This is an optimization exercise on Yosys and OpenROAD, whose aim is small area, a short achievable clock period and few clock cycles, not a production implementation. The RTL of this run was laid out without a check of its function. Power figures rest on the tool's default switching activity, not on a simulated workload.

### design/flow/design.v
module cpu(
    input  wire                 clk_in,
    input  wire                 rst_in,
    input  wire                 rdy_in,
    input  wire [ 7:0]          mem_din,
    output reg  [ 7:0]          mem_dout,
    output wire [31:0]          mem_a,
    output reg                  mem_wr
);
    reg [31:0] rf [1:31];
    reg [31:0] A, B, IR;
    reg [31:0] W;          
    reg [14:0] pc;         
    reg [14:0] fpc;        
    reg [1:0]  fstep;      
    reg [17:0] ma;
    assign mem_a = {14'b0, ma};
    reg        iss_f, iss_l, iss_last;
    reg [1:0]  iss_lane;
    reg        cap_f, cap_l, cap_last;
    reg [1:0]  cap_lane;
    reg [1:0]  mrem;       
    reg        dec;        
    reg        ldwb;       
    reg [4:0]  ra;         
    reg        rz;         
    reg        ex_alu, wb_alu, ex_rdnz, ex_sub, ex_arith;
    reg        mis;        
    reg [4:0]  ex_rd;
    reg [2:0]  ex_f3;
    wire rdA = cap_f & (cap_lane == 2'd3);
    wire rdB = cap_f & (cap_lane == 2'd0);
    wire [2:0] f3 = IR[14:12];
    wire [6:0] opc = mem_din[6:0];
    reg is_jb, is_br, is_jalr, is_jal, is_u, is_lui, is_mem, is_st, is_ld, is_alu, is_op, alu_sub;
    always @(posedge clk_in) begin
        if (rst_in) begin
            is_jb <= 1'b0; is_br <= 1'b0; is_jalr <= 1'b0; is_jal <= 1'b0;
            is_u <= 1'b0; is_lui <= 1'b0; is_mem <= 1'b0; is_st <= 1'b0;
            is_ld <= 1'b0; is_alu <= 1'b0; is_op <= 1'b0; alu_sub <= 1'b0;
        end else begin
            is_jb   <= rdB & opc[6];                           
            is_br   <= rdB & opc[6] & ~opc[2];
            is_jalr <= rdB & opc[6] & opc[2] & ~opc[3];
            is_jal  <= rdB & opc[6] & opc[3];
            is_u    <= rdB & ~opc[6] & opc[2];                 
            is_lui  <= rdB & ~opc[6] & opc[2] & opc[5];
            is_mem  <= rdB & ~opc[6] & ~opc[4];                
            is_st   <= rdB & ~opc[6] & ~opc[4] & opc[5];
            is_ld   <= rdB & ~opc[6] & ~opc[4] & ~opc[5];
            is_alu  <= rdB & ~opc[6] & opc[4] & ~opc[2];       
            is_op   <= rdB & ~opc[6] & opc[4] & ~opc[2] & opc[5];
            alu_sub <= rdB & ~opc[6] & opc[4] & ~opc[2] &
                       ((opc[5] & IR[30] & IR[14:12] == 3'b000) | IR[14:13] == 2'b01);
        end
    end
    wire eq  = (A == B);
    wire ltu = (A < B);
    wire lt  = (A[31] ^ B[31]) ? A[31] : ltu;
    wire cond = (f3[2] ? (f3[1] ? ltu : lt) : eq) ^ f3[0];
    wire [11:0] imm12 = is_st ? {IR[31:25], IR[11:7]} : IR[31:20];
    wire [17:0] addr  = A[17:0] + {{6{imm12[11]}}, imm12};
    wire [14:0] poff  = is_jal ? {IR[16:12], IR[20], IR[30:22]}
                               : {{4{IR[31]}}, IR[31], IR[7], IR[30:25], IR[11:9]};
    wire [14:0] ptgt  = pc + poff;
    wire [14:0] pnext = pc + 15'd1;
    wire [14:0] target = is_jalr ? addr[16:2] : ptgt;
    reg  [31:0] ldext;
    always @(*) begin
        case (ex_f3)
            3'b000: ldext = {{24{B[31]}}, B[31:24]};
            3'b100: ldext = {24'b0, B[31:24]};
            3'b001: ldext = {{16{B[31]}}, B[31:16]};
            3'b101: ldext = {16'b0, B[31:16]};
            default: ldext = B;
        endcase
    end
    wire        we = (wb_alu | ldwb) & ex_rdnz;
    wire [31:0] wd = ldwb ? ldext : W;
    wire        fwd = we & (ex_rd == ra);
    wire [31:0] rdata = fwd ? wd : rz ? 32'b0 : rf[ra];
    always @(posedge clk_in)
        if (we) rf[ex_rd] <= wd;
    wire [31:0] alu_c;
    alu alu(.f3(ex_f3), .sub(ex_sub), .arith(ex_arith), .a(A), .b(B), .c(alu_c));
    always @(posedge clk_in)
        W <= alu_c;
    always @(posedge clk_in) begin
        if (cap_f) IR[8*cap_lane +: 8] <= mem_din;
        if (cap_f & cap_lane == 2'd2) begin
            ra <= {mem_din[3:0], IR[15]};
            rz <= {mem_din[3:0], IR[15]} == 5'd0;
        end else if (rdA) begin
            ra <= {mem_din[0], IR[23:20]};
            rz <= {mem_din[0], IR[23:20]} == 5'd0;
        end
        if (rdA) A <= rdata;
        else if (is_u) A <= is_lui ? 32'b0 : {15'b0, pc, 2'b00};
        else if (is_jb) A <= {15'b0, fpc, 2'b00};
        if (rdB) B <= rdata;
        else if (is_u) B <= {IR[31:12], 12'b0};
        else if (is_jb) B <= 32'b0;
        else if (is_alu) B <= (IR[5] ? B : {{20{IR[31]}}, IR[31:20]}) ^ {32{alu_sub}};
        else if (cap_l | (is_st) | (mrem != 2'd0 & mem_wr)) B <= {mem_din, B[31:8]};
        if (dec) begin
            ex_rd    <= IR[11:7];
            ex_f3    <= (is_alu | is_ld) ? f3 : 3'b000;
            ex_sub   <= alu_sub;
            ex_arith <= IR[30];
        end
        if ((is_st) | (mrem != 2'd0 & mem_wr)) mem_dout <= B[7:0];
    end
    always @(posedge clk_in) begin
        if (rst_in) begin
            ma <= 18'd1;
            mem_wr <= 1'b0;
            iss_f <= 1'b1; iss_lane <= 2'd1; iss_l <= 1'b0; iss_last <= 1'b0;
            cap_f <= 1'b0; cap_l <= 1'b0; cap_last <= 1'b0; cap_lane <= 2'd0;
            fpc <= 15'd0; fstep <= 2'd1; pc <= 15'd0;
            mrem <= 2'd0;
            dec <= 1'b0; ldwb <= 1'b0;
            ex_alu <= 1'b0; wb_alu <= 1'b0; ex_rdnz <= 1'b0; mis <= 1'b0;
        end else begin
            mis <= is_br & ~cond;
            cap_f <= iss_f & ~mis; cap_lane <= iss_lane; cap_l <= iss_l; cap_last <= iss_last;
            dec <= rdB;
            ldwb <= cap_l & cap_last;
            ex_alu <= dec & ~is_mem & ~is_br;
            wb_alu <= ex_alu;
            if (dec) ex_rdnz <= (IR[11:7] != 5'd0);
            if (fstep == 2'd3 & mrem == 2'd0) begin
                pc <= fpc;
                fpc <= fpc + 15'd1;
            end
            if (dec) begin
                if (is_jb) begin
                    ma <= {1'b0, target, 2'b01};
                    iss_f <= 1'b1; iss_lane <= 2'd1; iss_l <= 1'b0;
                    fpc <= target; fstep <= 2'd1;
                end else if (is_mem) begin
                    ma <= addr;
                    mem_wr <= is_st;
                    iss_f <= 1'b0; iss_l <= is_ld;
                    iss_last <= (f3[1:0] == 2'b00);
                    mrem <= {f3[1], f3[1] | f3[0]};
                end else begin
                    ma[1:0] <= 2'd3;
                    iss_lane <= 2'd3;
                    fstep <= 2'd3;
                end
            end else if (mis) begin
                ma <= {1'b0, pnext, 2'b11};
                iss_lane <= 2'd3;
                fpc <= pnext; fstep <= 2'd3;
            end else if (mrem != 2'd0) begin
                ma[1:0] <= ma[1:0] + 2'd1;
                mrem <= mrem - 2'd1;
                iss_last <= (mrem == 2'd1);
            end else begin
                ma <= {1'b0, fpc, fstep + 2'd1};
                mem_wr <= 1'b0;
                iss_f <= 1'b1; iss_lane <= fstep + 2'd1; iss_l <= 1'b0;
                fstep <= fstep + 2'd1;
            end
        end
    end
endmodule
module alu(
    input  wire [2:0]  f3,      
    input  wire        sub,     
    input  wire        arith,   
    input  wire [31:0] a,
    input  wire [31:0] b,
    output reg  [31:0] c
);
    wire [33:0] s2  = {1'b0, a, 1'b1} + {1'b0, b, sub};
    wire [32:0] sum = s2[33:1];
    wire ltu = ~sum[32];
    wire lt  = (a[31] == b[31]) ? a[31] : sum[31];
    function [31:0] rev(input [31:0] x);
        integer i;
        for (i = 0; i < 32; i = i + 1) rev[i] = x[31 - i];
    endfunction
    wire        left = (f3 == 3'b001);
    wire [31:0] shin = left ? rev(a) : a;
    wire [31:0] shr  = $signed({arith & shin[31], shin}) >>> b[4:0];
    always @(*) begin
        case (f3)
            3'b000: c = sum[31:0];
            3'b001: c = rev(shr);
            3'b010: c = {31'b0, lt};
            3'b011: c = {31'b0, ltu};
            3'b100: c = a ^ b;
            3'b101: c = shr;
            3'b110: c = a | b;
            default: c = a & b;
        endcase
    end
endmodule
### design/flow/run.sh
#!/bin/bash
# synth_recipe.tcl (not shown) runs the flow's synth.tcl, then flattens the netlist and writes it again
# the make line also repeats each setting of config.mk as NAME=value (left out here)
make -C /OpenROAD-flow-scripts/flow DESIGN_CONFIG=/design/flow/config.mk WORK_HOME=/design/flow/orfs CLKGATE_MAP_FILE= SYNTH_SCRIPT=/design/flow/synth_recipe.tcl finish
### design/flow/config.mk
export PLATFORM = sky130hd
export DESIGN_NAME = cpu
export DESIGN_NICKNAME = cpu
export VERILOG_FILES = /design/flow/design.v
export SDC_FILE = /design/flow/constraint.sdc
export NUM_CORES = 4
export LEC_CHECK = 0
export ABC_CLOCK_PERIOD_IN_PS = 3000
export CAP_MARGIN = 20
export CORE_MARGIN = 2
export CORE_UTILIZATION = 30
export PLACE_DENSITY = 0.5
export SETUP_SLACK_MARGIN = 5
export SLEW_MARGIN = 20
### design/flow/constraint.sdc
create_clock -name core_clock -period 10.0 [get_ports {clk_in}]
set_input_delay 2.0000 -clock core_clock [delete_from_list [all_inputs] [get_ports {clk_in}]]
set_output_delay 2.0000 -clock core_clock [all_outputs]
set_load 0.01 [all_outputs]
==> key figures <==
Outcome
  • Status: finished clean

Logic synthesis
  • Count leader, synth: edfxtp_1
  • Post-synth ARST share: 0%
  • Post-Syn Area: 57720 sq um
  • Post-Syn Area per Cell: 14.31 sq um
  • Sequential share of the synthesized area: 61.53%
  • Share of the synthesized area in the top cell type: 57.54%
  • Synth unique cells: 80
  • Number of synthesized flops with an enable pin: 1106
  • Post-synth top cells: edfxtp_1 (1106), nand2_1 (309), mux4_2 (308)
  • Gate Count Post-Synth: 4035
  • Synth Warn #: 2
  • Flop and latch count out of synthesis: 1221
  • Area contributors post-synth: edfxtp_1 (58%), mux4_2 (12%), dfxtp_1 (4.0%)
  • Cell accounting for the most synthesized area: edfxtp_1
  • Dominant register cell in the synthesized netlist: edfxtp_1

Route
  • DR iter-0 viols: 3981
  • Via count: 36348
  • Drt first pass iters: 5
  • Total wire length: 186.8 mm
  • Antenna viol nets, final: 0
  • Vias/cell: 5.437
  • Residual DRC: 0
  • Drt wl/cell: 27.94 um

STA
  • RSZ-0062 raised after global routing: false
  • Max Clock Skew: 43.45 ps
  • TNS Setup: 0 ps
  • Final Hold Fails: 0
  • Final setup fails: 0
  • Max Slew Vio Count: 0
  • Min Clock Period, post-route: 4618 ps
  • Max-slew headroom: 22.74%
  • Final Cycle Share: 46.18%
  • Worst-margin pin slew: 1159 ps
  • Final WS setup: 5382 ps
  • Max Fclk: 0.2165 GHz

Hold path
  • Worst hold path startpoint: ex_alu
  • Hold Path Class: flip-flop to flip-flop

Die
  • I/O pin count: 52
  • Starting density of the core: 30.10%
  • Core box area: 191800 sq um
  • Die W: 442.6 um
  • Area of the die: 195900 sq um
  • Die Y: 442.6 um
  • Placement row count: 161

Clock network
  • Later-pin clock latency in the skew report: 800 ps
  • Post-CTS setup buffers: 0
  • Gates resized, CTS repair: 0
  • Clock slew at reported path FFs: 60 ps
  • TritonCTS clock tree: yes
  • Cts hold-fix bufs: 0
  • Htree depth: 4
  • CTS sink count: 1221
  • TritonCTS Buffers: 134
  • CTS Buffer Depth: 3
  • Root Driver: clkbuf_16

Power and ir drop
  • Switching share of power: 34.86%
  • Combinational share of power: 29.9%
  • LEAKAGE: 0.02164 uW
  • Clock Power Share: 29.5%
  • Seq pwr share: 40.6%
  • VDD IR max: 0.0001704 V
  • Design internal power: 10780 uW
  • P per Cell Area: 251.9 nW/um^2
  • Net Switching: 5771 uW

Setup path
  • WP data required: 10480 ps
  • Crit end category: flip-flop
  • Crit path launch type: flip-flop
  • Crit path arrival time: 5100 ps
  • CP bufs+invs: 2
  • Slowest cell on the critical path: a21oi_1
  • Crit-path max FO: 37
  • Critical path class: flip-flop to flip-flop
  • Critical path's largest stage delay: 740 ps
  • CP top delay family: multiplexers
  • Cell Chain, Critical Path: buf_4 > buf_4 > mux4_2 > mux4_2 > mux2i_1 > nor2_1 > a21oi_1 > o22ai_1

Placed design
  • Setup slack at placement: 5451 ps
  • Port buffer count: 36
  • Final HPWL DP: 113.2 mm
  • DP Area: 61380 sq um
  • Final Wtd Congestion: 0.9408
  • Dpl cells: 6443

Job
  • Number of max-cap violations: 0

Global routing
  • GR Util All Layers: 18.62%
  • First-pass GRT wire length: 265.1 mm
  • Largest net degree at the start of global routing: 124
  • Vias in the first global route: 34944
  • Initial antenna violation count: 3
  • GRT Residual Overflow: 0

Finish
  • Nets: 4207
  • Syn-to-layout area delta: 13.88%
  • Layout cells sized above 1: 17.27%
  • Final Instance Area: 65730 sq um
  • Non-filler cells, final: 6685
## path summary, 6_finish.rpt
path / end / slack (ps) / cells past startpoint
max reg2reg: B[10] / 5380 / 8
min reg2reg: wb_alu / 450 / 1
min: wb_alu / 450 / 1
max: B[10] / 5380 / 8
## cell families after synthesis
| logic type | count (synthesis) | share of synthesized area (%) |
|---|---|---|
| flops | 1221 | 61.53 |
| compound gates | 827 | 9.150 |
| simple gates | 808 | 6.095 |
| mux | 511 | 15.62 |
| buf+inv | 420 | 2.900 |
| fa+ha+maj | 141 | 3.095 |
| xor+xnor | 106 | 1.608 |
| other cells | 1 | 0.006497 |
## placed cells by master (no fill, tap or decap), drive strengths merged, types with 14 or more instances in the layout
master	count
nor4	14
a21o	34
clkbuf	174
nor2b	22
a31oi	17
nor3	26
o21ai	167
nand4	14
mux2i	169
edfxtp	1106
a221oi	40
clkinv	50
ha	138
and3	22
inv	152
a211oi	80
mux2	34
buf	109
nor2	281
mux4	308
nand3	59
dfxtp	115
o22ai	37
xor2	22
clkdlybuf4s50	35
nand2	309
a22oi	14
o221ai	14
conb	14
o211ai	23
xnor2	84
a21oi	269
o21a	18
## metrics by stage
stage / hold slack, ps / power (uW) / util (%)
after CTS: 450.2 / 16590 / 34.25
after global placement: 435.4 / 11670 / 32.00
after global routing: 460.0 / 17220 / 34.28
final: 446.5 / 16560 / 34.28
after floorplan: 402.2 / 9773 / -
after detailed placement: 436.9 / 11680 / 32.00
## state kept, by name (all words and copies together), names as in the netlist, 2 cells and up, named ones only
name	cells
A	32
B	32
IR	26
W	32
cap_lane	2
ex_f3	3
ex_rd	5
fpc	15
iss_lane	2
ma	18
mem_dout	8
mrem	2
pc	15
ra	5
rf	992
## metal layers
layer	track usage, %	vias to the layer above	wire length [um]
li1	-	15724	-
met1	26.31	18902	82820
met2	29.17	1418	85990
met3	2.829	302	11790
met4	6.366	2	6169
met5	0	-	20
## worst register-to-register path, stage by stage (launching register included)
cell	delay, ps
dfxtp_4	710
buf_4	540
buf_4	600
mux4_2	440
mux4_2	530
mux2i_1	480
nor2_1	90
a21oi_1	740
o22ai_1	200
## layout make-up
cell class              instances  area, sq um
well taps                    2526         3161
inverters                     147        551.8
clock buffers                 174         3611
repair buffers                144         1244
diodes                          1        2.502
fillers                     18595       126000
clock inverters                65        694.4
flip-flops and latches       1221        35540
multi-input cells            2407        20930
## power by group through the flow
stage	logic (uW)	clock network (uW)	registers (uW)
floorplan	3180	0	6590
global placement	4840	0	6820
detailed placement	4860	0	6820
CTS	4880	4990	6720
global route	5300	5190	6740
finish	4950	4880	6720

re-timing with driven ports:
No port has a modelled driver above. Below, the same layout with a new extraction and two added sets of constraints. Step 1 (the two cells are an assumption about what drives the block):
set clk [get_ports {clk_in}]
set_driving_cell -lib_cell sky130_fd_sc_hd__clkbuf_16 $clk
set_driving_cell -lib_cell sky130_fd_sc_hd__buf_2 [delete_from_list [all_inputs] $clk]
Step 2 times the ports against the registers' clock, not the clock port: input delays grow and output delays shrink by t, the midpoint of the rising clock arrivals with the driver on. Slacks: no drivers / after step 1 / after step 2; pairs: no drivers / after step 1.
shift t [ns]: 0.853
setup slack, ns: 5.382 / 5.382 / 5.382
worst setup path after step 2: register to register
latest minus earliest clock arrival (ns): 0.047 / 0.047
worst register clock-pin slew, ns: 0.07 / 0.07
After both steps setup and hold are still met in this run. For this run, drivers alone change the setup slack by 0.000 ns; drivers and shift together by 0.000 ns.
